This design comes from an exercise in tuning for small area on the open sky130 flow, not from production work. The RTL was checked by simulation tests, not by an equivalence proof against the original design. No activity file was given, so power comes from the tool's default toggle rates.

Setup of build 55:
==> flow/design.v (excerpt) <==
module cordic(
    input signed [29:0] i_angle,
    input i_clk,
    input i_rst,
    input i_start,
    output signed [29:0] o_sin,
    output signed [29:0] o_cos,
    output o_done
);
localparam W = 36;
localparam D = 18;
reg [W-1:0] x;
reg [W-1:0] y;
reg [W-1:0] z;
reg [4:0] i;
reg c;           
reg busy;
reg done;
reg cx, cy, cz;  
assign o_done = done;
assign o_cos = x[W-1:W-30];
assign o_sin = y[W-1:W-30];
wire last = (i == 5'd30);
wire d = c ? ~z[D-1] : ~z[W-1];
wire sub_x = d;
wire sub_y = ~d;
localparam [31*W-1:0] ATAN = {
    36'h000000010,
    36'h000000020,
    36'h000000040,
    36'h000000080,
    36'h000000100,
    36'h000000200,
    36'h000000400,
    36'h000000800,
    36'h000001000,
    36'h000002000,
    36'h000004000,
    36'h000008000,
    36'h000010000,
    36'h000020000,
    36'h000040000,
    36'h000080000,
    36'h000100000,
    36'h000200000,
    36'h000400000,
    36'h0007fffff,
    36'h000fffffb,
    36'h001ffffd5,
    36'h003fffeab,
    36'h007fff555,
    36'h00fffaaae,
    36'h01ffd55bc,
    36'h03feab76e,
    36'h07f56ea6b,
    36'h0fadbafc9,
    36'h1dac67056,
    36'h3243f6a89
};
wire [W-1:0] atan = ATAN[W*i +: W];
wire fill_y = last ? sub_x : (c ? y[D-1] : y[W-1]);
wire fill_x = last ? sub_y : (c ? x[D-1] : x[W-1]);
wire [W+32:0] src_y = c ? {{(D+32){fill_y}}, y[D-1:0], 1'b0}
                        : {{32{fill_y}}, y[W-1] ^ last, y[W-2:0], 1'b0};
wire [W+32:0] src_x = c ? {{(D+32){fill_x}}, x[D-1:0], 1'b0}
  ...
For scale: about 1600 cells after synthesis, roughly 120 flip-flops.
Settings: LEC_CHECK=0, ABC_AREA=1, CAP_MARGIN=20, CORE_MARGIN=2, CORE_UTILIZATION=40, SLEW_MARGIN=20; clock period 11.0 ns.
run.sh (not shown) runs the stock make flow with config.mk's settings and CLKGATE_MAP_FILE= SYNTH_SCRIPT=/design/flow/synth_recipe.tcl, a recipe that flattens the netlist after the stock synthesis.
For build 6, these inputs were changed with respect to build 55:
- setting CTS_BUF_LIST to sky130_fd_sc_hd__clkbuf_8 for the first time
==> flow/flow/run.sh (new file) <==
#!/bin/bash
# The standard layout, with the smallest buffer cell for the port buffers.
set -euo pipefail
bash standard.sh "BUFFER_PORTS_ARGS=-buffer_cell sky130_fd_sc_hd__buf_1" finish > standard.log 2>&1
==> flow/standard.sh (new file) <==
#!/bin/bash
# synth_recipe.tcl (not shown) runs the flow's synth.tcl, then flattens the netlist and writes it again
# the make line also repeats each setting of config.mk as NAME=value (left out here)
make -C /OpenROAD-flow-scripts/flow DESIGN_CONFIG=/design/flow/config.mk WORK_HOME=/design/flow/orfs CLKGATE_MAP_FILE= SYNTH_SCRIPT=/design/flow/synth_recipe.tcl "${@:-finish}"
removed: flow/run.sh
[summary]
Build 6 — last weighted congestion value of the routability-driven placer 0.030 lower, build 55 as reference. When the final numbers for build 6 and build 55 were put side by side, the met1 routed wirelength after detailed routing turned out to be smaller in build 6. Cmp build 6 vs build 55: met3 wire length higher in build 6. Build 6 — final critical delay including setup and external delays 22 ps lower, build 55 as reference. Proportion of power drawn by the clock network: build 6 and build 55 compared, higher one is build 55. As far as width of the chip goes, build 6 and build 55 are indistinguishable; the numbers are identical. Against build 55, build 6 reports a aggregate global-route resource usage that is lower. Compared to build 55, build 6 shows a wider setup margin. Final cell count delta (build 6 -> build 55): insignificant. On count of pins on the block boundary, build 6 and build 55 are neck and neck.
What build 11 does differently from build 6 at the input level:
- CTS_BUF_LIST no longer set, was sky130_fd_sc_hd__clkbuf_8
Notes after the runs:
Going from build 6 to build 11, worst-case clock skew shrinks by 8.4 ps.
Build 11 against build 6: number of buffer and inverter stages on the critical path went up by 1, worst hold slack went down by 4.2 ps, relative max-transition margin went up by 0.77 points, internal power summed over all cells went up by 0.00013 W, power went up by 7.1%.
Changes observed in build 11 relative to build 6: total area of multi-input combinational cells flat; static power due to leakage rose 1.7%.

========
== red ==
Another version of the RTL of cordic (not shown whole).
For scale: ~1,000 cells after synthesis, roughly 120 flip-flops, roughly 0.0082 mm² of cells after synthesis.
==> flow/config.mk <==
export PLATFORM = sky130hd
export DESIGN_NAME = cordic
export DESIGN_NICKNAME = cordic
export VERILOG_FILES = /design/flow/design.v
export SDC_FILE = /design/flow/constraint.sdc
export NUM_CORES = 4
export LEC_CHECK = 0
export ABC_AREA = 1
export CAP_MARGIN = 20
export CORE_MARGIN = 2
export CORE_UTILIZATION = 40
export CTS_BUF_LIST = sky130_fd_sc_hd__clkbuf_4 sky130_fd_sc_hd__clkbuf_8
export SLEW_MARGIN = 20
==> flow/constraint.sdc <==
create_clock -name core_clock -period 11.0 [get_ports {i_clk}]
set_input_delay 2.2000 -clock core_clock [delete_from_list [all_inputs] [get_ports {i_clk}]]
set_output_delay 2.2000 -clock core_clock [all_outputs]
set_load 0.01 [all_outputs]
standard.sh (not shown) runs the stock make flow with config.mk's settings and CLKGATE_MAP_FILE= SYNTH_SCRIPT=/design/flow/synth_recipe.tcl, a recipe that flattens the netlist after the stock synthesis.
==> flow/flow/run.sh <==
#!/bin/bash
# The standard layout with two changes:
#  - synthesis is the standard flow's own script (synth_recipe.tcl), except that the final ABC
#    mapping uses flow/area.abc, an area-only standard-cell mapping (amap); every
#    step before it, and so every register, is the standard synthesis's;
#  - the port buffers use the smallest buffer cell.
set -euo pipefail
here=$(pwd)
cat > "$here/own_synth.tcl" <<EOT
proc abc {args} {
  set i [lsearch -exact \$args -script]
  if { \$i >= 0 } { lset args [expr {\$i + 1}] $here/flow/area.abc }
  yosys abc {*}\$args
}
source $here/synth_recipe.tcl
EOT
bash standard.sh "SYNTH_SCRIPT=$here/own_synth.tcl" \
  "BUFFER_PORTS_ARGS=-buffer_cell sky130_fd_sc_hd__buf_1" finish > standard.log 2>&1
==> flow/flow/area.abc <==
strash
dch -f
amap
Changes in blue relative to red:
Settings: swapping 20 for 0 in CAP_MARGIN; swapping 20 for 0 in SLEW_MARGIN; swapping sky130_fd_sc_hd__clkbuf_4 sky130_fd_sc_hd__clkbuf_8 for sky130_fd_sc_hd__clkbuf_8 in CTS_BUF_LIST; putting GPL_TIMING_DRIVEN at 0 where nothing was set.
### Flow results
blue ends up with a ratio of final minimum period to clock period that is 1.2 points higher than in red.
When blue is set beside red, its post-layout worst setup margin turns out to be 130 ps smaller.
As far as total clock buffers created by CTS is concerned, red and blue perform about the same.
Design area (blue / red): 1.07
Going from red to blue, logic depth of the worst path, buffers included shrank by a few percent.
blue vs. red: clock network area share down 0.26 points; via total after detailed routing went up 248; filler cell count in the final layout shows a reduction of about 1.7%; share of cell area taken by multi-input logic gates has decreased.

re-timing with driven ports:
Ports are ideal in the flow. The routed layouts listed here were re-timed in OpenROAD.
Step 1, drivers: a clkbuf_16 drives i_clk and a buf_2 each remaining input, both assumed.
Step 2 moves the port delays by t, midway between the first and last clock arrival at a register: inputs arrive t later, outputs are due t later. That takes back most of the time a late clock gives input paths.
Three values: no drivers, after step 1, after step 2; two values: the first two.
run | t, ns | slack for setup (ns) | worst slew at a driven data input, ns
build 55 | 0.493 | 0.486 / 0.486 / 0.486 | 0.04
build 6 | 0.516 | 0.508 / 0.508 / 0.508 | 0.05
build 11 | 0.487 | 0.533 / 0.533 / 0.533 | 0.04
red | 0.498 | 0.492 / 0.492 / 0.492 | 0.03
blue | 0.503 | 0.357 / 0.357 / 0.357 | 0.03
After both steps every run listed still meets setup and hold.
